This is an optimization exercise on Yosys and OpenROAD, whose aim is small area, not a production implementation. Function was checked by simulation only, so behaviour that the tests miss may differ from the original. No activity file was given, so power comes from the tool's default toggle rates.

`flow/flow/abc_area.script`:
```
strash
dch
amap
topo
stime -c
```
`flow/flow/run.sh`:
```
#!/bin/bash
# Layout flow: the standard ORFS flow, with synthesis mapped for area.
# Synthesis runs the standard script (standard.sh synth, synth_recipe.tcl)
# with three ORFS settings changed:
#  - ABC_AREA=1 with an area-only ABC script (flow/abc_area.script),
#  - ADDER_MAP_FILE empty: no full/half-adder cell extraction,
#  - SYNTH_OPERATIONS_ARGS set: no Kogge-Stone carry-lookahead mapping.
# Registers are mapped by dfflibmap before ABC, exactly as in the
# standard synthesis. Everything after synthesis is the standard flow.
set -euo pipefail
S="$PWD/scripts_area"
rm -rf "$S"
cp -r "$FLOW_HOME/scripts" "$S"
cp flow/abc_area.script "$S/abc_area.script"
bash standard.sh SCRIPTS_DIR="$S" ABC_AREA=1 ADDER_MAP_FILE= \
    SYNTH_OPERATIONS_ARGS=-nofsm synth > synth.log 2>&1
bash standard.sh > layout.log 2>&1
```
`flow/constraint.sdc`:
```
create_clock -name core_clock -period 6.0 [get_ports {clk}]
set_input_delay 1.2000 -clock core_clock [delete_from_list [all_inputs] [get_ports {clk}]]
set_output_delay 1.2000 -clock core_clock [all_outputs]
set_load 0.01 [all_outputs]
```
`flow/design.v`:
```
module UNIT_FINAL(clk, reset, tr1, tr2, tr3, tr4, ov, uv, TEM, db, col1, col2, col3, col4,
            ad_in, adclk, cs_n, K_1, K_2, K_3, K_4, K_5, rcvd, sent,
            LED1, LED2, LED3, LED4, LED5, LED6, LED7, LED8, LED9, LED10);
	input	clk;
	input	reset;
	input	tr1, tr2, tr3, tr4;
	input	ov, db, uv, TEM;
	input	col1, col2, col3, col4;
	input	rcvd;
	input	ad_in;
	output	adclk, cs_n;
	output	sent;
	output	K_1, K_2, K_3, K_4, K_5;
	output	LED1, LED2, LED3, LED4, LED5, LED6, LED7, LED8, LED9, LED10;
	reg		LED1, LED2, LED3, LED4, LED5, LED6, LED7, LED8, LED9, LED10;
	reg		K_1, K_2, K_3, K_4;
	assign	K_5 = 1'b0;
	function [8:0] lfsr9;
		input [8:0] s;
		lfsr9 = {s[7:0], ~(s[8] ^ s[4])};
	endfunction
	function [13:0] lfsr14;
		input [13:0] s;
		lfsr14 = {s[12:0], ~(s[13] ^ s[4] ^ s[2] ^ s[0])};
	endfunction
	function [14:0] lfsr15;
		input [14:0] s;
		lfsr15 = {s[13:0], ~(s[14] ^ s[13])};
	endfunction
	localparam	[8:0]L9_400 = 9'h150;
	localparam	[13:0]L14_5000 = 14'h3C07;
	localparam	[13:0]L14_9500 = 14'h39F4;
	localparam	[13:0]L14_9999 = 14'h3FF3;
	localparam	[14:0]L15_20000 = 15'h45E6;
	reg		[7:0]fh;
	reg		[5:0]fl;
	reg		[4:0]fc;         
	reg		rx_rdy;          
	always@(posedge clk)
	begin
	if(reset)
		begin
		fh <= 8'd174;
		fl <= 6'd15;
		fc <= 5'd31;
		rx_rdy <= 1'b0;
		end
	else
		begin
		if(fl == 6'd39)
			begin
			fl <= 6'd0;
			if(fh == 8'd199)
				fh <= 8'd0;
			else
				fh <= fh + 1'b1;
			end
		else
			fl <= fl + 1'b1;
		if(fh == 8'd199 && fl == 6'd37)           
			begin
			if(fc != 5'd30)
				fc <= fc + 1'b1;
			end
		if(fh == 8'd102 && fl == 6'd12)           
			rx_rdy <= 1'b1;
		end
	end
	wire	t1000 = (fh == 8'd24) && (fl == 6'd38);
	wire	t2000 = (fh == 8'd49) && (fl == 6'd38);
	wire	t3000 = (fh == 8'd74) && (fl == 6'd38);
	reg		[15:0]ad_sr;
	reg		[15:0]volt;
	assign	cs_n = ~((fh < 8'd17) || (fh == 8'd17 && fl < 6'd20));
	assign	adclk = ~((fh != 8'd0) && (fh < 8'd17) && (fl < 6'd20));
	always@(posedge clk)
	begin
	if(fh < 8'd16 && fl == 6'd19)
		ad_sr <= {ad_sr[14:0], ad_in};
	end
	always@(posedge clk)
	begin
	if(cs_n)
		volt <= ad_sr;
	end
	reg		rx_en;
	reg		[1:0]rcd;
	reg		[4:0]nb;
	reg		rx_err, over, rx_par;
	reg		[19:0]tsr;
	always@(posedge clk or negedge rx_en)
	begin
	if(!rx_en)
		rcd <= 2'b0;
	else
		rcd <= rcd + 1'b1;
	end
	always@(posedge clk or negedge rx_en)
	begin
	if(!rx_en)
		nb <= 5'b0;
	else if(rcd == 2'b11)
		nb <= nb + 1'b1;
	end
	wire	cap = (nb == 5'd22) && (rcd == 2'b11);
	wire	short_fr = (tsr[3:0] == 4'b1100 || tsr[3:0] == 4'b1000);
	wire	rx_shift = (rcd == 2'b01) &&
			((nb >= 5'd1 && nb <= 5'd4) || (nb == 5'd5 && !short_fr) ||
			 (nb >= 5'd6 && nb <= 5'd20));
	always@(posedge clk)
	begin
	if(reset)
		rx_en <= 1'b0;
	else if(rcvd && rx_rdy)
		rx_en <= 1'b1;
	else if(rx_err || over)
		rx_en <= 1'b0;
	else if(cap)
		rx_en <= 1'b0;
	end
	always@(posedge clk or negedge rx_en)
	begin
	if(!rx_en)
		begin
		rx_par <= 1'b1;
		rx_err <= 1'b0;
		over <= 1'b0;
		end
	else if(rcd == 2'b01)
		begin
		if(nb == 5'd0)
			begin
			if(!rcvd)
				rx_err <= 1'b1;
			end
		else if(nb == 5'd5 && short_fr)
			over <= 1'b1;
		else if(rx_shift || nb == 5'd21)
			rx_par <= rx_par ^ (~rcvd);
		else if(nb == 5'd22)
			begin
			if(rcvd || rx_par)
				rx_err <= 1'b1;
			end
		end
	else
		begin
		over <= 1'b0;
		rx_err <= 1'b0;
		end
	end
	always@(posedge clk)
	begin
	if(!rx_en)
		tsr <= 20'b0;
	else if(rx_shift)
		tsr <= {tsr[18:0], ~rcvd};
	end
	reg		start, stop, rst, check, pass;
	reg		syn;
	reg		Lockn;
	reg		[15:0]fre_data;
	reg		[15:0]nege;
	reg		pv;              
	reg		lock_delay;
	reg		[1:0]syn_error;
	reg		acc;             
	reg		[19:0]rsr1, rsr2;
	reg		[1:0]cs;
	reg		[8:0]cnt;            
	reg		[15:0]comp_tri;
	wire	fault;
	wire	cnt_full = (cnt == L9_400);
	wire	lock_fr = over && tsr[3:0] == 4'b1100;
	wire	syn_fr = over && tsr[3:0] == 4'b1000;
	wire	match = (tsr == rsr1) || (tsr == rsr2);
	wire	ref_over = acc && tsr[19:16] == 4'b1001;
	wire	cmd_over = acc && tsr[19:16] == 4'b1010;
	wire	[15:0]wd = tsr[15:0];
	wire	c1111 = (wd == 16'h1111);
	wire	c2222 = (wd == 16'h2222);
	wire	c4444 = (wd == 16'h4444);
	wire	c6666 = (wd == 16'h6666);
	wire	c8888 = (wd == 16'h8888);
	always@(posedge clk or posedge rst)
	begin
	if(rst)
		Lockn <= 1'b1;
	else if(reset)
		Lockn <= 1'b1;
	else if(lock_fr)
		begin
		if(!(!lock_delay && Lockn))
			Lockn <= 1'b0;
		end
	end
	always@(posedge clk)
	begin
	if(reset)
		lock_delay <= 1'b0;
	else if(!rst)
		begin
		if(lock_fr)
			lock_delay <= (!lock_delay && Lockn);
		else if(cnt_full)
			lock_delay <= 1'b0;
		end
	end
	always@(posedge clk)
	begin
	if(reset)
		begin
		syn_error <= 2'b0;
		syn <= 1'b0;
		end
	else if(syn_fr)
		begin
		if(!start || comp_tri <= 16'd10 || syn_error == 2'b11)
			begin
			syn_error <= 2'b0;
			syn <= 1'b1;
			end
		else
			syn_error <= syn_error + 1'b1;
		end
	else
		syn <= 1'b0;
	end
	always@(posedge clk)
	begin
	if(reset)
		begin
		cs <= 2'b0;
		fre_data <= 16'd40000;
		rsr1 <= 20'b0;
		rsr2 <= 20'b0;
		acc <= 1'b0;
		end
	else
		begin
		acc <= cap && match;
		if(cap)
			begin
			if(match)
				begin
				cs <= 2'b0;
				if(tsr[19:16] == 4'b1011 && !start)
					fre_data <= tsr[15:0];
				end
			else if(cs == 2'b00)
				begin
				cs <= 2'b01;
				rsr1 <= tsr;
				end
			else if(cs == 2'b01)
				begin
				cs <= 2'b10;
				rsr2 <= tsr;
				end
			else if(cs == 2'b10)
				begin
				cs <= 2'b00;
				rsr1 <= tsr;
				end
			end
		else if(cnt_full)
			begin
			cs <= 2'b0;
			rsr1 <= 20'b0;
			rsr2 <= 20'b0;
			end
		end
	end
	always@(posedge clk)
	begin
	if(reset || rx_en)
		cnt <= 9'd0;
	else if(!cnt_full)
		cnt <= lfsr9(cnt);
	end
	always@(posedge clk)
	begin
	if(reset || !start)
		begin
		nege <= 16'b0;
		pv <= 1'b0;
		end
	else if(ref_over)
		begin
		if(wd >= fre_data)
			begin
			nege <= 16'b0;
			pv <= 1'b0;
			end
		else
			begin
			nege <= wd;
			pv <= 1'b1;
			end
		end
	end
	wire	[15:0]pose = pv ? (fre_data - nege) : 16'd0;
	always@(posedge clk)
	begin
	if(reset)
		start <= 1'b0;
	else if(cmd_over)
		begin
		if(c1111 && !fault && Lockn)
			start <= 1'b1;
		else if(c2222 || c6666)
			start <= 1'b0;
		end
	else if(fault || !Lockn)
		start <= 1'b0;
	end
	always@(posedge clk)
	begin
	if(reset)
		stop <= 1'b0;
	else if(cmd_over)
		begin
		if(c2222)
			stop <= 1'b1;
		else if(c1111 || c4444 || c6666)
			stop <= 1'b0;
		end
	else if(fault || !Lockn)
		stop <= 1'b1;
	end
	always@(posedge clk)
	begin
	if(reset)
		rst <= 1'b0;
	else if(cmd_over)
		begin
		if(c4444 && !start)
			rst <= 1'b1;
		end
	else
		rst <= 1'b0;
	end
	always@(posedge clk)
	begin
	if(reset)
		check <= 1'b0;
	else if(cmd_over)
		begin
		if(c8888 && !start && Lockn)
			check <= 1'b1;
		else if(c1111 || c2222 || c4444 || c6666)
			check <= 1'b0;
		end
	else if(!Lockn)
		check <= 1'b0;
	end
	always@(posedge clk)
	begin
	if(reset)
		pass <= 1'b0;
	else if(cmd_over)
		begin
		if(c6666 && Lockn)
			pass <= 1'b1;
		else if(c1111 || c2222 || c4444)
			pass <= 1'b0;
		end
	else if(!Lockn)
		pass <= 1'b0;
	end
	reg		[13:0]ck_s;
	reg		[1:0]ck_p;
	reg		ck_w;
	reg		[14:0]bypass;        
	reg		PA1, PA2;
	reg		[8:0]d_data1, d_data2;
	reg		DIR;
	reg		fault1, fault2, fault3, fault4;
	always@(posedge clk)
	begin
	if(reset)
		begin
		comp_tri <= 16'b0;
		DIR <= 1'b0;
		end
	else if(syn)
		begin
		comp_tri <= 16'b0;
		DIR <= 1'b1;
		end
	else if(DIR)
		begin
		if(comp_tri == fre_data)
			begin
			DIR <= 1'b0;
			comp_tri <= comp_tri - 1'b1;
			end
		else
			comp_tri <= comp_tri + 1'b1;
		end
	else
		begin
		if(comp_tri == 16'b0)
			begin
			DIR <= 1'b1;
			comp_tri <= comp_tri + 1'b1;
			end
		else
			comp_tri <= comp_tri - 1'b1;
		end
	end
	always@(posedge clk)
	begin
	if(reset)
		PA1 <= 1'b0;
	else if(pose < fre_data[15:1])
		begin
		if(DIR)
			begin
			if(comp_tri[15:1] > pose)
				PA1 <= 1'b1;
			end
		else
			begin
			if(comp_tri[15:1] < pose)
				PA1 <= 1'b0;
			end
		end
	else
		PA1 <= 1'b0;
	end
	always@(posedge clk)
	begin
	if(reset)
		PA2 <= 1'b0;
	else if(nege < fre_data[15:1])
		begin
		if(DIR)
			begin
			if(comp_tri[15:1] > nege)
				PA2 <= 1'b1;
			end
		else
			begin
			if(comp_tri[15:1] < nege)
				PA2 <= 1'b0;
			end
		end
	else
		PA2 <= 1'b0;
	end
	always@(posedge clk)
	begin
	if(reset || !fault)
		bypass <= 15'b0;
	else if(bypass != L15_20000)
		bypass <= lfsr15(bypass);
	end
	always@(posedge clk)
	begin
	if(reset)
		d_data1 <= 9'b0;
	else if(PA1)
		begin
		if(d_data1 != 9'd280)
			d_data1 <= d_data1 + 1'b1;
		end
	else if(d_data1 != 9'b0)
		d_data1 <= d_data1 - 1'b1;
	end
	always@(posedge clk)
	begin
	if(reset)
		d_data2 <= 9'b0;
	else if(PA2)
		begin
		if(d_data2 != 9'd280)
			d_data2 <= d_data2 + 1'b1;
		end
	else if(d_data2 != 9'b0)
		d_data2 <= d_data2 - 1'b1;
	end
	wire	pwm_on = start && pv && (nege != 16'b0);
	wire	byp_on = (bypass != 15'b0 && bypass != L15_20000) || pass;
	always@(posedge clk)
	begin
	if(reset)
		begin
		K_1 <= 1'b0;
		K_2 <= 1'b0;
		end
	else if(pwm_on)
		begin
		K_1 <= (d_data1 == 9'd280);
		K_2 <= (d_data1 == 9'd0);
		end
	else if(check)
		begin
		K_1 <= (ck_p == 2'd0 && ck_w && col2);
		K_2 <= (ck_p == 2'd1 && ck_w && col1);
		end
	else if(byp_on)
		begin
		if(!fault1 && !fault3 && col2 && col4)
			K_1 <= 1'b1;
		else
			begin
			K_1 <= 1'b0;
			K_2 <= (!fault2 && !fault4 && col1 && col3);
			end
		end
	else
		begin
		K_1 <= 1'b0;
		K_2 <= 1'b0;
		end
	end
	always@(posedge clk)
	begin
	if(reset)
		begin
		K_3 <= 1'b0;
		K_4 <= 1'b0;
		end
	else if(pwm_on)
		begin
		K_3 <= (d_data2 == 9'd280);
		K_4 <= (d_data2 == 9'd0);
		end
	else if(check)
		begin
		K_3 <= (ck_p == 2'd2 && ck_w && col4);
		K_4 <= (ck_p == 2'd3 && ck_w && col3);
		end
	else if(byp_on)
		begin
		if(!fault1 && !fault3 && col2 && col4)
			K_3 <= 1'b1;
		else
			begin
			K_3 <= 1'b0;
			K_4 <= (!fault2 && !fault4 && col1 && col3);
			end
		end
	else
		begin
		K_3 <= 1'b0;
		K_4 <= 1'b0;
		end
	end
	always@(posedge clk)
	begin
	if(reset || !check)
		begin
		ck_s <= 14'd0;
		ck_p <= 2'd0;
		ck_w <= 1'b1;
		end
	else if(ck_p == 2'd3 && !ck_w)
		;
	else if(ck_s == L14_9999)
		begin
		ck_s <= 14'd0;
		ck_p <= ck_p + 1'b1;
		ck_w <= 1'b1;
		end
	else
		begin
		ck_s <= lfsr14(ck_s);
		if(ck_s == L14_9500)
			ck_w <= 1'b0;
		end
	end
	reg		[8:0]call_count1;
	reg		[2:0]call_count2;
	reg		connect;
	reg		call_fault;
	reg		ready;
	wire	switch_fault1, switch_fault2, switch_fault3, switch_fault4;
	wire	ov_fault, uv_fault, TEM_fault, db_fault;
	always@(posedge clk or posedge rst)
	begin
	if(rst)
		ready <= 1'b0;
	else if(reset)
		ready <= 1'b0;
	else if(syn || start || check)
		ready <= 1'b1;
	end
	always@(posedge clk)
	begin
	if(reset || !ready || !rcvd)
		call_count1 <= 9'b0;
	else if(call_count1 != L9_400)
		call_count1 <= lfsr9(call_count1);
	end
	always@(posedge clk)
	begin
	if(reset)
		begin
		connect <= 1'b0;
		call_count2 <= 3'b0;
		end
	else if(ready)
		begin
		if(syn)
			connect <= 1'b1;
		else if(comp_tri == fre_data)
			begin
			connect <= 1'b0;
			if(connect)
				call_count2 <= 3'b0;
			else if(call_count2 != 3'd4)
				call_count2 <= call_count2 + 1'b1;
			end
		end
	else
		call_count2 <= 3'b0;
	end
	always@(posedge clk)
	begin
	if(reset || !ready)
		call_fault <= 1'b0;
	else if(call_count1 == L9_400 || call_count2 == 3'd4)
		call_fault <= 1'b1;
	end
	wire	ck_at5000 = (ck_s == L14_5000);
	always@(posedge clk or posedge rst)
	begin
	if(rst)
		begin
		fault1 <= 1'b0;
		fault2 <= 1'b0;
		fault3 <= 1'b0;
		fault4 <= 1'b0;
		end
	else if(reset)
		begin
		fault1 <= 1'b0;
		fault2 <= 1'b0;
		fault3 <= 1'b0;
		fault4 <= 1'b0;
		end
	else if(ck_at5000 && ck_p == 2'd0)
		begin
		if(col1 && col2)
			fault1 <= 1'b1;
		if(!col2)
			fault2 <= 1'b1;
		if(!col3)
			fault3 <= 1'b1;
		if(!col4)
			fault4 <= 1'b1;
		end
	else if(ck_at5000 && ck_p == 2'd1)
		begin
		if(!col1)
			fault1 <= 1'b1;
		if(col2 && col1)
			fault2 <= 1'b1;
		if(!col3)
			fault3 <= 1'b1;
		if(!col4)
			fault4 <= 1'b1;
		end
	else if(ck_at5000 && ck_p == 2'd2)
		begin
		if(!col1)
			fault1 <= 1'b1;
		if(!col2)
			fault2 <= 1'b1;
		if(col3 && col4)
			fault3 <= 1'b1;
		if(!col4)
			fault4 <= 1'b1;
		end
	else if(ck_at5000 && ck_p == 2'd3)
		begin
		if(!col1)
			fault1 <= 1'b1;
		if(!col2)
			fault2 <= 1'b1;
		if(!col3)
			fault3 <= 1'b1;
		if(col4 && col3)
			fault4 <= 1'b1;
		end
	else
		begin
		if(switch_fault1)
			fault1 <= 1'b1;
		if(switch_fault2)
			fault2 <= 1'b1;
		if(switch_fault3)
			fault3 <= 1'b1;
		if(switch_fault4)
			fault4 <= 1'b1;
		end
	end
	wire	fclr = rst || reset;
	uf_error t1(clk, fclr, ~tr1, switch_fault1);
	uf_error t2(clk, fclr, ~tr2, switch_fault2);
	uf_error t3(clk, fclr, ~tr3, switch_fault3);
	uf_error t4(clk, fclr, ~tr4, switch_fault4);
	uf_error ov_f(clk, fclr, ov, ov_fault);
	uf_error TEM_f(clk, fclr, TEM, TEM_fault);
	uf_alarm uv_f(clk, fclr, uv, uv_fault);
	uf_alarm db_f(clk, fclr, db, db_fault);
	assign	fault = (call_fault || ov_fault || TEM_fault || fault1 || fault2 || fault3 || fault4);
	wire	[15:0]state = {2'b0, pass, check, ov_fault, uv_fault, TEM_fault, db_fault,
					fault1, fault2, fault3, fault4, start, (~Lockn), 1'b0, call_fault};
	reg		fault_en, fre_en, volt_en, state_en;
	reg		fault_delay1, fault_delay2, fre_en_delay, volt_en_delay, state_en_delay;
	reg		tx_en;
	always@(posedge clk)
	begin
	if(reset)
		begin
		fault_delay1 <= 1'b0;
		fault_delay2 <= 1'b0;
		fault_en <= 1'b0;
		end
	else
		begin
		fault_delay1 <= fault;
		fault_delay2 <= fault_delay1;
		fault_en <= fault_delay1 && !fault_delay2;
		end
	end
	always@(posedge clk)
	begin
	if(reset)
		begin
		volt_en <= 1'b0;
		volt_en_delay <= 1'b0;
		end
	else if(t1000)
		begin
		if(!tx_en)
			begin
			volt_en <= 1'b1;
			volt_en_delay <= 1'b0;
			end
		else
			volt_en_delay <= 1'b1;
		end
	else if(volt_en_delay && !tx_en)
		begin
		volt_en <= 1'b1;
		volt_en_delay <= 1'b0;
		end
	else
		volt_en <= 1'b0;
	end
	always@(posedge clk)
	begin
	if(reset)
		begin
		state_en <= 1'b0;
		state_en_delay <= 1'b0;
		end
	else if(t2000)
		begin
		if(!tx_en)
			begin
			state_en <= 1'b1;
			state_en_delay <= 1'b0;
			end
		else
			state_en_delay <= 1'b1;
		end
	else if(state_en_delay && !tx_en)
		begin
		state_en <= 1'b1;
		state_en_delay <= 1'b0;
		end
	else
		state_en <= 1'b0;
	end
	always@(posedge clk)
	begin
	if(reset)
		begin
		fre_en <= 1'b0;
		fre_en_delay <= 1'b0;
		end
	else if(t3000)
		begin
		if(!tx_en)
			begin
			fre_en <= 1'b1;
			fre_en_delay <= 1'b0;
			end
		else
			fre_en_delay <= 1'b1;
		end
	else if(fre_en_delay && !tx_en)
		begin
		fre_en <= 1'b1;
		fre_en_delay <= 1'b0;
		end
	else
		fre_en <= 1'b0;
	end
	reg		sent;
	reg		[3:0]tx_slot;
	reg		[4:0]tx_pos;
	reg		[2:0]tcd;
	reg		ta, tb;          
	reg		[15:0]trd;       
	reg		tf;              
	reg		tf_cur;          
	reg		tx_par;
	wire	[20:0]tx_word = tf_cur ? 21'b00101_111_00101_111_00101 :
			{2'b00, ta, ~(ta | tb), tb, trd};
	wire	[21:0]tx_rev;
	genvar	gi;
	generate
	for(gi = 0; gi < 21; gi = gi + 1)
		begin : g_rev
		assign tx_rev[gi + 1] = tx_word[20 - gi];
		end
	endgenerate
	assign	tx_rev[0] = 1'b0;
	wire	txb = tx_rev[tx_pos];            
	wire	tx_in = (tx_slot <= 4'd5);
	wire	en = (tcd == 3'd4) && tx_in && (tx_pos == 5'd0);
	wire	tx_bit = tx_in && (tx_pos != 5'd0) && (tx_pos <= 5'd21);
	wire	tx_pb = tx_in && (tx_pos == 5'd22);
	always@(posedge clk)
	begin
	if(reset || !tx_en)
		tcd <= 3'b0;
	else
		tcd <= tcd + 1'b1;
	end
	always@(posedge clk)
	begin
	if(reset)
		tx_en <= 1'b0;
	else if(fault_en || fre_en || state_en || volt_en)
		tx_en <= 1'b1;
	else if(tx_en && tx_pos == 5'd0 && (tf ? (tx_slot == 4'd6) : (tx_slot == 4'd3)))
		tx_en <= 1'b0;
	end
	always@(posedge clk)
	begin
	if(fault_en)
		tf <= 1'b1;
	else if(fre_en)
		begin
		tf <= 1'b0;
		ta <= 1'b0;
		tb <= 1'b0;
		trd <= fre_data;
		end
	else if(state_en)
		begin
		tf <= 1'b0;
		ta <= 1'b1;
		tb <= 1'b0;
		trd <= state;
		end
	else if(volt_en)
		begin
		tf <= 1'b0;
		ta <= 1'b0;
		tb <= 1'b1;
		trd <= volt;
		end
	end
	always@(posedge clk)
	begin
	if(tx_en && en)
		tf_cur <= tf;
	end
	always@(posedge clk or negedge tx_en)
	begin
	if(!tx_en)
		begin
		tx_slot <= 4'd0;
		tx_pos <= 5'd0;
		end
	else if(tcd == 3'b111)
		begin
		if(tx_slot == 4'd10 && tx_pos == 5'd5)
			begin
			tx_slot <= 4'd0;
			tx_pos <= 5'd0;
			end
		else if(tx_pos == 5'd24)
			begin
			tx_slot <= tx_slot + 1'b1;
			tx_pos <= 5'd0;
			end
		else
			tx_pos <= tx_pos + 1'b1;
		end
	end
	always@(posedge clk or negedge tx_en)
	begin
	if(!tx_en)
		begin
		tx_par <= 1'b1;
		sent <= 1'b1;
		end
	else if(en)
		tx_par <= 1'b1;
	else if(tcd == 3'b011)
		begin
		if(tx_bit)
			begin
			sent <= txb;
			tx_par <= tx_par ^ txb;
			end
		else if(tx_pb)
			sent <= tx_par;
		else
			sent <= 1'b1;
		end
	end
	wire	led_st = (fc == 5'd30);
	wire	led_on = (fc >= 5'd6 && fc <= 5'd10) || (fc >= 5'd21 && fc <= 5'd29);
	always@(posedge clk)
	begin
	if(reset)
		begin
		{LED1, LED2, LED3, LED4, LED5, LED6, LED7, LED8, LED9, LED10} <= 10'b0;
		end
	else if(led_st)
		begin
		LED1 <= ~fault1;
		LED2 <= ~fault2;
		LED3 <= ~fault3;
		LED4 <= ~fault4;
		LED5 <= ~ov_fault;
		LED6 <= ~uv_fault;
		LED7 <= ~TEM_fault;
		LED8 <= ~call_fault;
		LED9 <= ~start;
		LED10 <= ~stop;
		end
	else
		{LED1, LED2, LED3, LED4, LED5, LED6, LED7, LED8, LED9, LED10} <= {10{led_on}};
	end
endmodule
module uf_error(clk, clr, in, out);
	input	clk;
	input	clr;
	input	in;
	output	out;
	reg		[3:0]e;
	always@(posedge clk)
	begin
	if(clr || !in)
		e <= 4'b0;
	else if(e != 4'd9)
		e <= e + 1'b1;
	end
	assign	out = (e == 4'd9);
endmodule
module uf_alarm(clk, clr, in, out);
	input	clk;
	input	clr;
	input	in;
	output	out;
	reg		out;
	reg		[3:0]count;
	always@(posedge clk)
	begin
	if(clr)
		begin
		count <= 4'b0;
		out <= 1'b0;
		end
	else if(in)
		begin
		if(count != 4'd8)
			count <= count + 1'b1;
		else
			out <= 1'b1;
		end
	else
		begin
		if(count != 4'b0)
			count <= count - 1'b1;
		else
			out <= 1'b0;
		end
	end
endmodule
```
`flow/standard.sh`:
```
#!/bin/bash
# synth_recipe.tcl (not shown) runs the flow's synth.tcl, then flattens the netlist and writes it again
# the make line also repeats each setting of config.mk as NAME=value (left out here)
make -C /OpenROAD-flow-scripts/flow DESIGN_CONFIG=/design/flow/config.mk WORK_HOME=/design/flow/orfs CLKGATE_MAP_FILE= SYNTH_SCRIPT=/design/flow/synth_recipe.tcl "${@:-finish}"
```
`flow/config.mk`:
```
export PLATFORM = sky130hd
export DESIGN_NAME = UNIT_FINAL
export DESIGN_NICKNAME = UNIT_FINAL
export VERILOG_FILES = /design/flow/design.v
export SDC_FILE = /design/flow/constraint.sdc
export NUM_CORES = 4
export LEC_CHECK = 0
export CAP_MARGIN = 20
export CORE_MARGIN = 2
export CORE_UTILIZATION = 55
export CTS_BUF_LIST = sky130_fd_sc_hd__clkbuf_8
export CTS_CLUSTER_DIAMETER = 60
export CTS_CLUSTER_SIZE = 16
export SLEW_MARGIN = 20
```
==> impl_metrics.ini, run 1 <==
[run_status]
status = finished clean

[global_routing]
grt_max_degree = 52
grt_pass1_wl_mm = 74.9
grt_overflow = 0
antenna_found_initial = 2
grt_pass1_vias = 14242
track_usage_pct = 29.8

[timing]
tightestPinTransition_ns = 0.978
period_share_pct = 81.3
period_minus_slack_ns = 4.88
finalSetupTns_ns = 0
rsz0062_at_grt = no
timing.final.hold_violations = 0
maxSlewHeadroom_pct = 34.2
fmaxAchievable_ghz = 0.205
setup_viol_count_final = 0
finalMaxSlewViolations = 0
setup_slack_ns = 1.12
finClkSkew_ns = 0.0382

[floorplan]
io_pins = 34
core_um2 = 29600
die_w_um = 177
start_util_pct = 55.7
fp.dieArea_um2 = 31300
fp.dieH_um = 177
rows = 63

[critical_path]
path_max_fanout = 9
worst_r2r_path_depth = 22
start_kind = register
worst-setup-path-type = register to register
cp.arrival_ns = 5.42
endpoint_kind = register
worstPathRequired_ns = 6.55

[logic_synthesis]
synth_nets = 2073
synthCells = 2057
synthTopCellsByArea = dfxtp_1 34%, nor2_1 9.9%, edfxtp_1 9.3%
synthDistinctLibCells = 55
syn_area_per_cell_um2 = 8.00
synthTopCellsByCount = 436 x nor2_1, 286 x clkinv_1, 280 x dfxtp_1
synthArstFlopShare_pct = 7.54
yosys.area.top_type = dfxtp_1
synth_ff_type = dfxtp_1
synth-seq-cells = 358
ys_seq_area_share_pct = 47.5
yosysWarningCount = 3
synth-edff-count = 51
syn_area_um2 = 16500
yosysMostFrequentCell = nor2_1
synth_top_area_share_pct = 34.1

[placement]
port_buffers = 32
dp_hpwl_mm = 34.3
gp_congestion = 0.980
place_ws_ns = 1.29
placed_area_um2 = 17400

[power_and_ir_drop]
vdd_drop_max_v = 0.000282
p_leak_nw = 6.22
p_per_area_nw_per_um2 = 296

[drt]
drc = 0
highest_layer = met4
wl_met3_mm = 3.31
wl_per_cell_um = 18.5
drt_iter0_markers = 1328
drt-vias-per-instance = 6.08
dr_total_vias = 15480
drt_pass1_iterations = 6
wl_met2_mm = 21.9
wl_met1_mm = 20.5
routed_wl_mm = 47.1
postRouteAntennaNets = 0

[clocking]
cts.htree.levels = 1
clockBufferDepth = 3
cts_resized = 0
numCtsBuffers = 30
clock_latency_ns = 0.63
hold_buffers = 0
cts_tree = done
cts_root_buf = clkbuf_8
clk_pin_slew_ns = 0.10
post_cts_buffers = 0
cts_num_sinks = 358

[layout]
num_antenna_cells = 0
fillers = 2675
num-nets-final = 2153
final_area_um2 = 18000
drive_gt1_share_pct = 3.38
area_delta_synth_final_pct = 9.36

[hold_path]
hp-class = register to async pin

[flow_run]
maxCapViolCount = 0
==> where the power goes <==
group          leakage [nW]  internal (mW)  switching (mW)
logic                  2.80          0.455           0.773
clock network         0.318          0.523           0.849
registers              3.10           2.56           0.170
total                  6.22           3.54            1.79
==> layer usage <==
metal	vias to the layer above	track usage, %
met5	-	0
li1	7633	-
met2	559	50.1
met3	87	4.79
met1	7201	39.3
met4	0	9.26
==> worst max-delay path, cell delays in order (launching register included) <==
cell	delay [ns]
dfxtp_1	0.39
clkinv_1	0.24
o22ai_1	0.28
nor2_1	0.08
a21oi_1	0.23
nor3_1	0.08
nor2_1	0.25
nor4_1	0.08
nor3_1	0.39
clkinv_1	0.17
a31oi_1	0.25
nor2_1	0.11
a211oi_1	0.45
nor2_1	0.12
a2111o_1	0.39
a2111oi_0	0.48
nand3_1	0.20
clkinv_1	0.08
a222oi_1	0.07
o21ai_0	0.17
nor2b_1	0.15
clkinv_1	0.06
nor2b_1	0.10
==> cell families after synthesis <==
group	synth area share [%]
XOR/XNOR	0.213
buffers and inverters	6.57
AO/OA/AOI/OAI	23.6
other	0.0228
AND/OR/NAND/NOR	22.1
flip-flops	47.5
==> worst paths after layout <==
kind                            slack [ns]         end          from
worst max-delay path                  1.12         PA1   fre_data[1]
worst min-delay path                  0.18      rcd[0]         rx_en
worst max register to register        1.12         PA1   fre_data[1]
worst min register to register        0.18      rcd[0]         rx_en
max in group asynchronous             5.35  tx_slot[1]         tx_en
min in group core_clock               0.42    fault_en  fault_delay2
==> layout make-up <==
cell class / instances / area (µm²) / area share, %
clock buffers: 33 / 454 / 2.52
clock inverters: 19 / 123 / 0.681
inverters: 286 / 1070 / 5.96
multi-input cells: 1412 / 7600 / 42.2
flip-flops and latches: 358 / 7820 / 43.4
well taps: 390 / 488 / 2.71
repair buffers: 49 / 445 / 2.47
==> state kept, by name (all words and copies together), names as in the netlist, 14 cells and up <==
| register | cells |
|---|---|
| volt | 16 |
| ck_s | 14 |
| fre_data | 16 |
| bypass | 15 |
| comp_tri | 16 |
| ad_sr | 16 |
| tsr | 20 |
| trd | 16 |
| rsr2 | 20 |
| nege | 16 |
| rsr1 | 20 |
==> through the flow <==
stage	util, %	instances	power (mW)	hold WS [ns]
after floorplan	-	2057	3.62	0.121
after global placement	58.9	2495	3.95	0.185
after detailed placement	58.9	2495	3.98	0.206
after CTS	60.9	2547	5.33	0.197
after global routing	60.9	2547	5.61	0.233
final	60.9	2547	5.33	0.183
==> layout by cell type, fill, tap and decap left out, types with 22 or more instances in the layout <==
| cell | n |
|---|---|
| dfxtp_1 | 280 |
| nand4_1 | 25 |
| nor4_1 | 41 |
| nor2_1 | 435 |
| dfrtp_1 | 23 |
| edfxtp_1 | 51 |
| nand3_1 | 22 |
| clkinv_1 | 286 |
| nor3_1 | 85 |
| nand2_1 | 144 |
| o22ai_1 | 80 |
| clkdlybuf4s50_1 | 31 |
| clkbuf_8 | 33 |
| a221oi_1 | 53 |
| a21oi_1 | 130 |
| o21ai_0 | 110 |
| a211oi_1 | 38 |
==> run 2: changes to the inputs <==
--- a/flow/design.v
+++ b/flow/design.v
@@ -29,2 +29,30 @@
 	endfunction
+	function [15:0] updn16;
+		input [15:0] v;
+		input up;
+		integer i;
+		reg c;
+		begin
+		c = 1'b1;
+		for(i = 0; i < 16; i = i + 1)
+			begin
+			updn16[i] = v[i] ^ c;
+			c = c & (v[i] == up);
+			end
+		end
+	endfunction
+	function [8:0] updn9;
+		input [8:0] v;
+		input up;
+		integer i;
+		reg c;
+		begin
+		c = 1'b1;
+		for(i = 0; i < 9; i = i + 1)
+			begin
+			updn9[i] = v[i] ^ c;
+			c = c & (v[i] == up);
+			end
+		end
+	endfunction
 	localparam	[8:0]L9_400 = 9'h150;
@@ -38,2 +66,9 @@
 	reg		rx_rdy;          
+	wire	fh_199 = fh[7] & fh[6] & fh[2] & fh[1] & fh[0];
+	wire	fl_39 = fl[5] & fl[2] & fl[1] & fl[0];
+	wire	fl_37 = fl[5] & fl[2] & ~fl[1] & fl[0];
+	wire	fl_38 = fl[5] & fl[2] & fl[1] & ~fl[0];
+	wire	fl_12 = ~fl[4] & fl[3] & fl[2] & ~fl[1] & ~fl[0];
+	wire	fl_19 = ~fl[5] & fl[4] & ~fl[3] & ~fl[2] & fl[1] & fl[0];
+	wire	fl_lt20 = ~(fl[5] | (fl[4] & (fl[3] | fl[2])));
 	always@(posedge clk)
@@ -49,6 +84,6 @@
 		begin
-		if(fl == 6'd39)
+		if(fl_39)
 			begin
 			fl <= 6'd0;
-			if(fh == 8'd199)
+			if(fh_199)
 				fh <= 8'd0;
@@ -59,3 +94,3 @@
 			fl <= fl + 1'b1;
-		if(fh == 8'd199 && fl == 6'd37)           
+		if(fh_199 && fl_37)                       
 			begin
@@ -64,3 +99,3 @@
 			end
-		if(fh == 8'd102 && fl == 6'd12)           
+		if(fh == 8'd102 && fl_12)                 
 			rx_rdy <= 1'b1;
@@ -68,12 +103,12 @@
 	end
-	wire	t1000 = (fh == 8'd24) && (fl == 6'd38);
-	wire	t2000 = (fh == 8'd49) && (fl == 6'd38);
-	wire	t3000 = (fh == 8'd74) && (fl == 6'd38);
+	wire	t1000 = (fh == 8'd24) && fl_38;
+	wire	t2000 = (fh == 8'd49) && fl_38;
+	wire	t3000 = (fh == 8'd74) && fl_38;
 	reg		[15:0]ad_sr;
 	reg		[15:0]volt;
-	assign	cs_n = ~((fh < 8'd17) || (fh == 8'd17 && fl < 6'd20));
-	assign	adclk = ~((fh != 8'd0) && (fh < 8'd17) && (fl < 6'd20));
+	assign	cs_n = ~((fh < 8'd17) || (fh == 8'd17 && fl_lt20));
+	assign	adclk = ~((fh != 8'd0) && (fh < 8'd17) && fl_lt20);
 	always@(posedge clk)
 	begin
-	if(fh < 8'd16 && fl == 6'd19)
+	if(fh < 8'd16 && fl_19)
 		ad_sr <= {ad_sr[14:0], ad_in};
@@ -167,3 +202,4 @@
 	reg		acc;             
-	reg		[19:0]rsr1, rsr2;
+	reg		[19:0]rsr1, rsr2;    
+	reg		rv1, rv2;            
 	reg		[1:0]cs;
@@ -175,3 +211,4 @@
 	wire	syn_fr = over && tsr[3:0] == 4'b1000;
-	wire	match = (tsr == rsr1) || (tsr == rsr2);
+	wire	tsr_zero = (tsr == 20'b0);
+	wire	match = (rv1 ? (tsr == rsr1) : tsr_zero) || (rv2 ? (tsr == rsr2) : tsr_zero);
 	wire	ref_over = acc && tsr[19:16] == 4'b1001;
@@ -234,4 +271,4 @@
 		fre_data <= 16'd40000;
-		rsr1 <= 20'b0;
-		rsr2 <= 20'b0;
+		rv1 <= 1'b0;
+		rv2 <= 1'b0;
 		acc <= 1'b0;
@@ -252,3 +289,3 @@
 				cs <= 2'b01;
-				rsr1 <= tsr;
+				rv1 <= 1'b1;
 				end
@@ -257,3 +294,3 @@
 				cs <= 2'b10;
-				rsr2 <= tsr;
+				rv2 <= 1'b1;
 				end
@@ -262,3 +299,3 @@
 				cs <= 2'b00;
-				rsr1 <= tsr;
+				rv1 <= 1'b1;
 				end
@@ -268,4 +305,4 @@
 			cs <= 2'b0;
-			rsr1 <= 20'b0;
-			rsr2 <= 20'b0;
+			rv1 <= 1'b0;
+			rv2 <= 1'b0;
 			end
@@ -275,2 +312,12 @@
 	begin
+	if(cap && !match)
+		begin
+		if(cs == 2'b00 || cs == 2'b10)
+			rsr1 <= tsr;
+		if(cs == 2'b01)
+			rsr2 <= tsr;
+		end
+	end
+	always@(posedge clk)
+	begin
 	if(reset || rx_en)
@@ -375,5 +422,15 @@
 	reg		PA1, PA2;
-	reg		[8:0]d_data1, d_data2;
+	reg		[8:0]d_data1, d_data2;      
+	wire	d1_full = d_data1[8] & d_data1[4] & d_data1[3];
+	wire	d2_full = d_data2[8] & d_data2[4] & d_data2[3];
+	wire	d1_zero = (d_data1 == 9'b0);
+	wire	d2_zero = (d_data2 == 9'b0);
 	reg		DIR;
 	reg		fault1, fault2, fault3, fault4;
+	wire	ct_top = (comp_tri == fre_data);
+	wire	ct_zero = (comp_tri == 16'b0);
+	wire	ct_up = DIR ? ~ct_top : ct_zero;
+	wire	[15:0]ct = {1'b0, comp_tri[15:1]};
+	wire	[16:0]pa1_s = {1'b0, pose} + {1'b0, ~ct} + {16'b0, DIR};
+	wire	[16:0]pa2_s = {1'b0, nege} + {1'b0, ~ct} + {16'b0, DIR};
 	always@(posedge clk)
@@ -390,21 +447,7 @@
 		end
-	else if(DIR)
-		begin
-		if(comp_tri == fre_data)
-			begin
-			DIR <= 1'b0;
-			comp_tri <= comp_tri - 1'b1;
-			end
-		else
-			comp_tri <= comp_tri + 1'b1;
-		end
 	else
 		begin
-		if(comp_tri == 16'b0)
-			begin
-			DIR <= 1'b1;
-			comp_tri <= comp_tri + 1'b1;
-			end
-		else
-			comp_tri <= comp_tri - 1'b1;
+		if(DIR ? ct_top : ct_zero)
+			DIR <= ~DIR;
+		comp_tri <= updn16(comp_tri, ct_up);
 		end
@@ -417,12 +460,4 @@
 		begin
-		if(DIR)
-			begin
-			if(comp_tri[15:1] > pose)
-				PA1 <= 1'b1;
-			end
-		else
-			begin
-			if(comp_tri[15:1] < pose)
-				PA1 <= 1'b0;
-			end
+		if(DIR ^ pa1_s[16])
+			PA1 <= DIR;
 		end
@@ -437,12 +472,4 @@
 		begin
-		if(DIR)
-			begin
-			if(comp_tri[15:1] > nege)
-				PA2 <= 1'b1;
-			end
-		else
-			begin
-			if(comp_tri[15:1] < nege)
-				PA2 <= 1'b0;
-			end
+		if(DIR ^ pa2_s[16])
+			PA2 <= DIR;
 		end
@@ -462,9 +489,4 @@
 		d_data1 <= 9'b0;
-	else if(PA1)
-		begin
-		if(d_data1 != 9'd280)
-			d_data1 <= d_data1 + 1'b1;
-		end
-	else if(d_data1 != 9'b0)
-		d_data1 <= d_data1 - 1'b1;
+	else if(!(PA1 ? d1_full : d1_zero))
+		d_data1 <= updn9(d_data1, PA1);
 	end
@@ -474,9 +496,4 @@
 		d_data2 <= 9'b0;
-	else if(PA2)
-		begin
-		if(d_data2 != 9'd280)
-			d_data2 <= d_data2 + 1'b1;
-		end
-	else if(d_data2 != 9'b0)
-		d_data2 <= d_data2 - 1'b1;
+	else if(!(PA2 ? d2_full : d2_zero))
+		d_data2 <= updn9(d_data2, PA2);
 	end
@@ -493,4 +510,4 @@
 		begin
-		K_1 <= (d_data1 == 9'd280);
-		K_2 <= (d_data1 == 9'd0);
+		K_1 <= d1_full;
+		K_2 <= d1_zero;
 		end
@@ -526,4 +543,4 @@
 		begin
-		K_3 <= (d_data2 == 9'd280);
-		K_4 <= (d_data2 == 9'd0);
+		K_3 <= d2_full;
+		K_4 <= d2_zero;
 		end
@@ -607,3 +624,3 @@
 			connect <= 1'b1;
-		else if(comp_tri == fre_data)
+		else if(ct_top)
 			begin
@@ -612,3 +629,3 @@
 				call_count2 <= 3'b0;
-			else if(call_count2 != 3'd4)
+			else if(!call_count2[2])
 				call_count2 <= call_count2 + 1'b1;
@@ -623,3 +640,3 @@
 		call_fault <= 1'b0;
-	else if(call_count1 == L9_400 || call_count2 == 3'd4)
+	else if(call_count1 == L9_400 || call_count2[2])
 		call_fault <= 1'b1;
@@ -825,6 +842,9 @@
 	wire	txb = tx_rev[tx_pos];            
-	wire	tx_in = (tx_slot <= 4'd5);
-	wire	en = (tcd == 3'd4) && tx_in && (tx_pos == 5'd0);
-	wire	tx_bit = tx_in && (tx_pos != 5'd0) && (tx_pos <= 5'd21);
-	wire	tx_pb = tx_in && (tx_pos == 5'd22);
+	wire	tx_in = ~tx_slot[3] & ~(tx_slot[2] & tx_slot[1]);        
+	wire	tx_p0 = (tx_pos == 5'd0);
+	wire	en = (tcd == 3'd4) && tx_in && tx_p0;
+	wire	tx_bit = tx_in && !tx_p0 && !(tx_pos[4] & (tx_pos[3] | (tx_pos[2] & tx_pos[1])));
+	wire	tx_pb = tx_in && tx_pos[4] && tx_pos[2] && tx_pos[1] && !tx_pos[0];
+	wire	tx_s3 = ~tx_slot[2] & tx_slot[1] & tx_slot[0];
+	wire	tx_s6 = tx_slot[2] & tx_slot[1] & ~tx_slot[0];
 	always@(posedge clk)
@@ -842,3 +862,3 @@
 		tx_en <= 1'b1;
-	else if(tx_en && tx_pos == 5'd0 && (tf ? (tx_slot == 4'd6) : (tx_slot == 4'd3)))
+	else if(tx_en && tx_p0 && (tf ? tx_s6 : tx_s3))
 		tx_en <= 1'b0;
@@ -885,3 +905,3 @@
 		begin
-		if(tx_slot == 4'd10 && tx_pos == 5'd5)
+		if(tx_slot[3] && tx_slot[1] && tx_pos == 5'd5)
 			begin
@@ -890,3 +910,3 @@
 			end
-		else if(tx_pos == 5'd24)
+		else if(tx_pos[4] && tx_pos[3])
 			begin
@@ -956,6 +976,6 @@
 		e <= 4'b0;
-	else if(e != 4'd9)
+	else if(!out)
 		e <= e + 1'b1;
 	end
-	assign	out = (e == 4'd9);
+	assign	out = e[3] & e[0];       
 endmodule
@@ -977,3 +997,3 @@
 		begin
-		if(count != 4'd8)
+		if(!count[3])                    
 			count <= count + 1'b1;
--- a/flow/flow/run.sh
+++ b/flow/flow/run.sh
@@ -8,3 +8,4 @@
 # Registers are mapped by dfflibmap before ABC, exactly as in the
-# standard synthesis. Everything after synthesis is the standard flow.
+# standard synthesis. After synthesis the standard flow runs, with the
+# clock tree built without dummy loads (flow/cts_args).
 set -euo pipefail
@@ -16,2 +17,2 @@
     SYNTH_OPERATIONS_ARGS=-nofsm synth > synth.log 2>&1
-bash standard.sh > layout.log 2>&1
+bash standard.sh "CTS_ARGS=$(cat flow/cts_args)" > layout.log 2>&1
==> flow/flow/abc_area.script (replaced) <==
strash
dc2
dc2
dch -f
amap -m -F 2 -A 8
topo
stime -c
==> flow/flow/cts_args (new file) <==
-sink_clustering_enable -repair_clock_nets -sink_clustering_size 16 -sink_clustering_max_diameter 60 -buf_list sky130_fd_sc_hd__clkbuf_8 -dont_use_dummy_load
==> impl_metrics.ini, run 2 <==
[placement]
gp_congestion = 0.941
dp_hpwl_mm = 30.2
port_buffers = 32

[logic_synthesis]
synthArstFlopShare_pct = 7.50
syn_area_per_cell_um2 = 8.87
synthTopCellsByCount = 293 x nor2_1, 248 x clkinv_1, 242 x dfxtp_1
synth-seq-cells = 360
synthDistinctLibCells = 55
synth_ff_type = dfxtp_1
synth_top_area_share_pct = 30.7
synthCells = 1776
yosysMostFrequentCell = nor2_1
synth-edff-count = 91
yosys.area.top_type = dfxtp_1
yosysWarningCount = 3
ys_seq_area_share_pct = 52.4
synthTopCellsByArea = dfxtp_1 31%, edfxtp_1 17%, nor2_1 7.0%
syn_area_um2 = 15800
synth_nets = 1792

[clocking]
numCtsBuffers = 29
hold_buffers = 0
clock_latency_ns = 0.62
post_cts_buffers = 0
clockBufferDepth = 3
cts_tree = done
clk_pin_slew_ns = 0.10
cts_num_sinks = 360
cts_root_buf = clkbuf_8
cts.htree.levels = 1
cts_resized = 0

[critical_path]
worst_r2r_endpoint = PA1
worst_r2r_path_depth = 34
cpPeakStageDelay_ns = 0.38
cp.arrival_ns = 5.48
worst_path_most_repeated_cell = a21oi_1
r2r_slack_ns = 1.01
rr_startpoint = nege[0]
cpMaxStageDelayCell = dfxtp_1
path_max_fanout = 5
endpoint_kind = register
worstPathRequired_ns = 6.49
worst-setup-path-type = register to register
start_kind = register

[run_status]
status = finished clean

[power_and_ir_drop]
p_per_area_nw_per_um2 = 284
p_leak_nw = 5.70
vdd_drop_max_v = 0.000181

[floorplan]
io_pins = 34
start_util_pct = 56.3
die_w_um = 173
fp.dieArea_um2 = 30000
fp.dieH_um = 173
rows = 61
core_um2 = 28000

[layout]
area_delta_synth_final_pct = 8.40
largestRegisters = rsr1 (20), rsr2 (20), tsr (20)
layout_commonest_cell = nor2_1
final_cell_mix = 293 x nor2_1, 248 x clkinv_1, 242 x dfxtp_1
num-nets-final = 1867
drive_gt1_share_pct = 2.81
num_antenna_cells = 0

[timing]
rsz0062_at_grt = no
finalMaxSlewViolations = 0
period_minus_slack_ns = 4.99
holdWs_ns = 0.180
finalSetupTns_ns = 0
period_share_pct = 83.1
tightestPinTransition_ns = 1.05
fmaxAchievable_ghz = 0.200
timing.final.hold_violations = 0
maxSlewHeadroom_pct = 29.8
setup_viol_count_final = 0
finClkSkew_ns = 0.0420

[global_routing]
grt_pass1_wl_mm = 67.0
antenna_found_initial = 0
track_usage_pct = 27.4
grt_max_degree = 41
grt_pass1_vias = 12670
grt_overflow = 0

[drt]
drt_iter0_markers = 1430
wl_per_cell_um = 18.9
routed_wl_mm = 42.2
drt_pass1_iterations = 6
drc = 0
dr_total_vias = 13853
postRouteAntennaNets = 0
drt-vias-per-instance = 6.22

[hold_path]
hp-class = register to async pin

[flow_run]
maxCapViolCount = 0
## run 2: changes by cell type after synthesis, sizes merged, moves of 16 or more
cell / before / now
a21oi: 130 / 85
a222oi: 18 / 1
a22oi: 20 / 57
clkinv: 286 / 248
dfxtp: 280 / 242
edfxtp: 51 / 91
nand2: 144 / 79
nor2: 436 / 293
nor3: 86 / 70
o21ai: 110 / 137
o221ai: 15 / 40
o22ai: 80 / 62
## run 2: worst max-delay path by stage
stage                start            to  cells past startpoint
2_1_floorplan  fre_data[4]  comp_tri[15]                     23
3_3_place_gp       nege[0]           PA1                     34
3_5_place_dp       nege[0]           PA1                     34
4_1_cts            nege[0]           PA1                     34
5_1_grt            nege[0]           PA1                     34
6_report           nege[0]           PA1                     34
## run 2: per-layer routing
layer,global-route usage (%),wire [µm],vias to the layer above
met5,0,0,-
met3,4.39,2960,90
met4,9.15,1400,0
li1,-,-,6751
met2,43.9,19000,541
met1,38.0,18800,6471
## run 2: logic make-up after synthesis
kind of cell | Yosys count | share of synthesized area, %
xor+xnor | 1 | 0.0556
other cells | 1 | 0.0238
simple gates | 583 | 16.7
compound gates | 582 | 24.9
flops | 360 | 52.4
buf+inv | 249 | 5.96
## run 2: where the power goes
part / internal, mW / switching (mW)
Combinational: 0.342 / 0.581
Sequential: 2.60 / 0.157
Clock: 0.430 / 0.746
## run 2: metrics by stage
stage               setup WS, ns  instances  cell area, µm²  power, mW  util (%)
floorplan                   1.67       1776           15800       3.45         -
global placement            1.33       2198           16700       3.69      59.5
detailed placement          1.18       2198           16700       3.71      59.5
CTS                         1.09       2227           17100       4.87      60.9
global route               0.330       2227           17100       5.10      61.0
finish                      1.01       2227           17100       4.85      61.0
## run 2: worst max-delay path: cells and delay by family, from the launching register on
family	cells	cell delay (ns)
AO/OA/AOI/OAI	23	3.34
buffers and inverters	2	0.27
flip-flops	1	0.38
AND/OR/NAND/NOR	9	0.87
## run 2: area by class of cell
class	instances	area (µm²)
repair buffers	45	413
well taps	378	473
clock buffers	29	399
inverters	248	931
fillers	2493	10900
multi-input cells	1167	6610
flip-flops and latches	360	8260
==> run 3: changes to the inputs <==
--- a/flow/flow/run.sh
+++ b/flow/flow/run.sh
@@ -8,4 +8,3 @@
 # Registers are mapped by dfflibmap before ABC, exactly as in the
-# standard synthesis. After synthesis the standard flow runs, with the
-# clock tree built without dummy loads (flow/cts_args).
+# standard synthesis. Everything after synthesis is the standard flow.
 set -euo pipefail
@@ -17,2 +16,2 @@
     SYNTH_OPERATIONS_ARGS=-nofsm synth > synth.log 2>&1
-bash standard.sh "CTS_ARGS=$(cat flow/cts_args)" > layout.log 2>&1
+bash standard.sh > layout.log 2>&1
removed: flow/flow/cts_args
==> impl_metrics.ini, run 3 <==
[drt]
drt-vias-per-instance = 6.20
dr_total_vias = 13961
drt_iter0_markers = 1339
wl_per_cell_um = 18.8
drc = 0
drt_pass1_iterations = 8
routed_wl_mm = 42.3
postRouteAntennaNets = 0

[logic_synthesis]
synth-seq-cells = 360
synthTopCellsByArea = dfxtp_1 31%, edfxtp_1 17%, nor2_1 7.0%
synth_ff_type = dfxtp_1
ys_seq_area_share_pct = 52.4
synthArstFlopShare_pct = 7.50
synth_top_area_share_pct = 30.7
syn_area_per_cell_um2 = 8.87
yosys.area.top_type = dfxtp_1
synthDistinctLibCells = 55
synth_nets = 1792
yosysWarningCount = 3
synth-edff-count = 91
synthCells = 1776
synthTopCellsByCount = 293 x nor2_1, 248 x clkinv_1, 242 x dfxtp_1
syn_area_um2 = 15800
yosysMostFrequentCell = nor2_1

[power_and_ir_drop]
vdd_drop_max_v = 0.000183
combPwrFrac_pct = 17.8
clockPowerShare_pct = 29.3
p_leak_nw = 5.86
seqPwrFrac_pct = 52.9
p_per_area_nw_per_um2 = 300
power.internal_mw = 3.65
switching_share_pct = 30.0
power.switching_mw = 1.56

[layout]
num_antenna_cells = 0
multi_input_area_um2 = 6610
area_delta_synth_final_pct = 10.1
final_cell_mix = 293 x nor2_1, 249 x clkinv_1, 242 x dfxtp_1
post-route-util_pct = 61.9
drive_gt1_share_pct = 3.52
fillers = 2480
layout_commonest_cell = nor2_1
regArea_um2 = 8260
final_area_um2 = 17400
num-nets-final = 1867
largestRegisters = rsr1 (20), rsr2 (20), tsr (20)
final_cell_count_no_fill = 2252

[timing]
rsz0062_at_grt = no
finalSetupTns_ns = 0
maxSlewHeadroom_pct = 30.7
finClkSkew_ns = 0.0256
period_share_pct = 82.3
fmaxAchievable_ghz = 0.203
period_minus_slack_ns = 4.94
finalMaxSlewViolations = 0
timing.final.hold_violations = 0
setup_viol_count_final = 0
tightestPinTransition_ns = 1.03
setup_slack_ns = 1.06

[clocking]
cts_root_buf = clkbuf_8
post_cts_buffers = 0
cts.htree.levels = 1
cts_resized = 0
clock_latency_ns = 0.63
cts_tree = done
hold_buffers = 0
clk_pin_slew_ns = 0.10
cts_num_sinks = 360
numCtsBuffers = 29
clockBufferDepth = 3

[placement]
place_ws_ns = 1.18
placed_area_um2 = 16700
gp_congestion = 0.941
port_buffers = 32
place_inst = 2198
dp_hpwl_mm = 30.2

[global_routing]
grt_max_degree = 41
grt_pass1_vias = 12687
antenna_found_initial = 0
grt_overflow = 0
track_usage_pct = 27.5
grt_pass1_wl_mm = 67.2

[run_status]
status = finished clean

[critical_path]
cpPeakStageDelay_ns = 0.39
start_kind = register
worst_path_most_repeated_cell = a21oi_1
cp.arrival_ns = 5.45
worst-setup-path-type = register to register
cpMaxStageDelayCell = dfxtp_1
worstPathRequired_ns = 6.52
endpoint_kind = register
path_max_fanout = 5

[floorplan]
io_pins = 34
rows = 61
fp.dieH_um = 173
fp.dieArea_um2 = 30000
core_um2 = 28000
die_w_um = 173
start_util_pct = 56.3

[flow_run]
maxCapViolCount = 0

[hold_path]
hp-class = register to async pin
==> run 3: cell counts after synthesis <==
Identical to the previous run, type by type.
==> run 3: metal layers <==
metal	vias up	routed length, µm	track usage (%)	part of all wire (%)
met2	578	19100	43.9	45
li1	6772	-	-	-
met3	96	3150	4.21	7.5
met4	0	1420	9.25	3.4
met1	6515	18600	38.2	44
met5	-	0	0	0
==> run 3: worst max-delay path: cells and delay by family (launching register included) <==
kind	cells	cell delay, ns
AO/OA/AOI/OAI	23	3.31
AND/OR/NAND/NOR	9	0.87
flip-flops	1	0.39
buffers and inverters	2	0.26
==> run 3: worst paths after layout <==
check | cells past startpoint | from | slack (ns) | end
max | 34 | nege[0] | 1.06 | PA1
min | 1 | rst | 0.18 | ready
max reg2reg | 34 | nege[0] | 1.06 | PA1
min reg2reg | 1 | rst | 0.18 | ready
max in group asynchronous | 0 | tx_en | 5.31 | tx_pos[0]
min in group core_clock | 1 | fault_delay2 | 0.39 | fault_en
==> run 3: stage by stage <==
stage                     hold slack (ns)  power, mW
after CTS                           0.179       5.22
after floorplan                    0.0748       3.45
after detailed placement            0.153       3.71
final                               0.177       5.20
after global routing                0.205       5.46
after global placement              0.152       3.69
==> run 3: power groups by stage <==
| stage | Combinational (mW) | Clock [mW] | Sequential (mW) |
|---|---|---|---|
| 2_1_floorplan | 0.699 | 0 | 2.75 |
| 3_3_place_gp | 0.883 | 0 | 2.80 |
| 3_5_place_dp | 0.905 | 0 | 2.80 |
| 4_1_cts | 0.908 | 1.57 | 2.75 |
| 5_1_grt | 1.04 | 1.66 | 2.77 |
| 6_report | 0.926 | 1.53 | 2.75 |
==> run 3: layout make-up <==
type	instances	share of cell area, %
clock inverters	23	1.41
clock buffers	31	2.46
inverters	248	5.36
well taps	378	2.73
multi-input cells	1167	38.1
repair buffers	45	2.38
flip-flops and latches	360	47.6
==> run 3: cell families (layout without fill, tap and decap cells) <==
logic type / Yosys count / in the layout / share of synthesized area, %
other cells: 1 / 1 / 0.0238
buf+inv: 249 / 347 / 5.96
compound gates: 582 / 582 / 24.9
flops: 360 / 360 / 52.4
simple gates: 583 / 583 / 16.7
xor+xnor: 1 / 1 / 0.0556
==> run 4: changes to the inputs <==
--- a/flow/flow/run.sh
+++ b/flow/flow/run.sh
@@ -8,3 +8,5 @@
 # Registers are mapped by dfflibmap before ABC, exactly as in the
-# standard synthesis. Everything after synthesis is the standard flow.
+# standard synthesis. After synthesis the standard flow runs, with the
+# clock tree built without dummy loads (flow/cts_args) and buf_1 cells
+# as the input and output port buffers.
 set -euo pipefail
@@ -16,2 +18,3 @@
     SYNTH_OPERATIONS_ARGS=-nofsm synth > synth.log 2>&1
-bash standard.sh > layout.log 2>&1
+bash standard.sh "CTS_ARGS=$(cat flow/cts_args)" \
+    "BUFFER_PORTS_ARGS=-buffer_cell sky130_fd_sc_hd__buf_1" > layout.log 2>&1
==> flow/flow/cts_args (new file) <==
-sink_clustering_enable -repair_clock_nets -sink_clustering_size 16 -sink_clustering_max_diameter 60 -buf_list sky130_fd_sc_hd__clkbuf_8 -dont_use_dummy_load
--- a/flow/config.mk
+++ b/flow/config.mk
@@ -9,3 +9,3 @@
 export CORE_MARGIN = 2
-export CORE_UTILIZATION = 55
+export CORE_UTILIZATION = 65
 export CTS_BUF_LIST = sky130_fd_sc_hd__clkbuf_8
@@ -13,2 +13,3 @@
 export CTS_CLUSTER_SIZE = 16
+export GPL_TIMING_DRIVEN = 0
 export SLEW_MARGIN = 20
==> impl_metrics.ini, run 4 <==
[run_status]
status = finished clean

[global_routing]
grt_pass1_vias = 12913
grt_overflow = 0
antenna_found_initial = 0
track_usage_pct = 31.7
grt_max_degree = 38
grt_pass1_wl_mm = 66.3

[logic_synthesis]
yosys.area.top_type = dfxtp_1
synthArstFlopShare_pct = 7.50
synthCells = 1776
synthTopCellsByArea = dfxtp_1 31%, edfxtp_1 17%, nor2_1 7.0%
synth_top_family_by_area = compound AO/OA/AOI/OAI gates
synthDistinctLibCells = 55
synthTopCellsByCount = 293 x nor2_1, 248 x clkinv_1, 242 x dfxtp_1
synth_mux_area_share_pct = 0
syn_area_per_cell_um2 = 8.87
synth-edff-count = 91
synthAdderAreaFrac_pct = 0
synth-seq-cells = 360
synth_compound_area_share_pct = 24.9
yosys.area_share.simple_pct = 16.7
synth_nets = 1792
yosysMostFrequentCell = nor2_1
synth-xor-area-share_pct = 0.0556
ys_seq_area_share_pct = 52.4
syn_area_um2 = 15800
synth_top_area_share_pct = 30.7
synth_ff_type = dfxtp_1
yosysWarningCount = 3

[critical_path]
cpPeakStageDelay_ns = 0.41
worst-setup-path-type = register to register
start_kind = register
worst_path_most_repeated_cell = a21oi_1
worstPathRequired_ns = 6.46
endpoint_kind = register
cpMaxStageDelayCell = dfxtp_1
cp.arrival_ns = 5.70
path_max_fanout = 5

[layout]
drive_gt1_share_pct = 3.40
final_cell_mix = 290 x nor2_1, 247 x clkinv_1, 242 x dfxtp_1
largestRegisters = rsr1 (20), rsr2 (20), tsr (20)
final_cell_count_no_fill = 2171
layout_commonest_cell = nor2_1
area_delta_synth_final_pct = 7.14
post-route-util_pct = 71.5
num-nets-final = 1869
final_area_um2 = 16900

[clocking]
cts.htree.levels = 1
clock_latency_ns = 0.61
cts_num_sinks = 360
clk_pin_slew_ns = 0.10
cts_tree = done
clockBufferDepth = 3
cts_root_buf = clkbuf_8
numCtsBuffers = 28

[placement]
gp_congestion = 0.934
place_inst = 2140
place_ws_ns = 0.311
port_buffers = 32
dp_hpwl_mm = 29.5
placed_area_um2 = 16500

[hold_path]
hp-class = register to async pin

[drt]
drt_iter0_markers = 1608
drt-vias-per-instance = 6.48
drt_pass1_iterations = 6
dr_total_vias = 14063
postRouteAntennaNets = 0
wl_per_cell_um = 18.8
drc = 0
routed_wl_mm = 40.9

[power_and_ir_drop]
combPwrFrac_pct = 19.7
seqPwrFrac_pct = 56.5
power.internal_mw = 3.37
switching_share_pct = 30.7
p_per_area_nw_per_um2 = 288
clockPowerShare_pct = 23.9
p_leak_nw = 5.65
vdd_drop_max_v = 0.000220
power.switching_mw = 1.49
power_mw = 4.86

[timing]
finalMaxSlewViolations = 0
finalSetupTns_ns = 0
tightestPinTransition_ns = 0.941
period_share_pct = 87.2
timing.final.hold_violations = 0
setup_viol_count_final = 0
rsz0062_at_grt = no
maxSlewHeadroom_pct = 37.0
setup_slack_ns = 0.765
fmaxAchievable_ghz = 0.191
holdWs_ns = 0.122
finClkSkew_ns = 0.0434
period_minus_slack_ns = 5.23

[floorplan]
start_util_pct = 66.7
io_pins = 34
rows = 56
core_um2 = 23600
die_w_um = 160
fp.dieArea_um2 = 25500
fp.dieH_um = 160

[flow_run]
maxCapViolCount = 0
==> run 4: cell counts after synthesis <==
No cell type changed its count.
==> run 4: power by group through the flow <==
stage | Sequential (mW) | Clock, mW | Combinational, mW
after floorplan | 2.75 | 0 | 0.699
after global placement | 2.79 | 0 | 0.856
after detailed placement | 2.79 | 0 | 0.889
after CTS | 2.74 | 1.18 | 0.896
after global routing | 2.76 | 1.27 | 1.09
final | 2.74 | 1.16 | 0.956
==> run 4: final cells by class <==
cell class                      count  area [µm²]
Sequential cell                   360        8260
Fill cell                        1859        6730
Multi-Input combinational cell   1167        6630
Inverter                          248         932
Tap cell                          319         399
Clock buffer                       28         385
Timing Repair Buffer               47         268
Buffer                              1        7.51
Antenna cell                        1        2.50
==> run 4: cells by family (layout without fill, tap and decap cells) <==
family          count (synthesis)  in the layout
xor+xnor                        1              1
compound gates                582            582
other cells                     1              2
buf+inv                       249            324
flops                         360            360
simple gates                  583            583
==> run 4: worst max-delay path: cells and delay by family (launching register included) <==
| family | cells | cell delay (ns) |
|---|---|---|
| buffers and inverters | 2 | 0.30 |
| DFF | 1 | 0.41 |
| AOI/OAI and AO/OA | 23 | 3.49 |
| and+or+nand+nor | 9 | 0.90 |
==> run 4: per-layer routing <==
metal  vias up  global-route usage (%)  share of wire [%]
met3        99                    5.01                8.2
met1      6546                    45.3                 44
met5         -                       0                  0
li1       6776                       -                  -
met4         0                    9.34                2.7
met2       642                    50.0                 46
==> run 4: path summary, 6_finish.rpt <==
check	end	depth (start not counted)	startpoint	slack [ns]
max	PA1	34	nege[0]	0.77
min	ready	1	rst	0.12
max reg2reg	PA1	34	nege[0]	0.77
min reg2reg	ready	1	rst	0.12
max in group asynchronous	tx_slot[2]	0	tx_en	5.24
min in group core_clock	fault_en	1	fault_delay2	0.40
==> run 4: timing repair <==
action,in CTS,in global routing
hold buffers,0,0
resized for setup,0,1
hold endpoints to repair,0,0
buffers inserted,0,2
endpoints found under the setup margin,0,2

==> afterwards: timing with drivers on the ports <==
Ports are ideal in the flow. The routed layouts listed here were re-timed in OpenROAD. Step 1: set_driving_cell puts a clkbuf_16 on clk and a buf_2 on each other input, an assumption about the parent block. Step 2 moves the port delays by t, midway between the first and last clock arrival at a register: inputs arrive t later, outputs are due t later. That takes back most of the time a late clock gives input paths. Three values: no drivers, after step 1, after step 2; two values: the first two.
| run | t, ns | setup WS [ns] | hold WS [ns] | slew at the worst register clock pin (ns) |
|---|---|---|---|---|
| run 1 | 0.660 | 1.124 / 1.124 / 1.124 | 0.183 / 0.183 / 0.183 | 0.11 / 0.11 |
| run 2 | 0.647 | 1.011 / 1.011 / 1.011 | 0.180 / 0.180 / 0.180 | 0.10 / 0.10 |
| run 3 | 0.665 | 1.064 / 1.064 / 1.064 | 0.177 / 0.177 / 0.177 | 0.11 / 0.11 |
| run 4 | 0.639 | 0.765 / 0.765 / 0.765 | 0.122 / 0.122 / 0.122 | 0.10 / 0.10 |
After both steps every run listed still meets setup and hold.
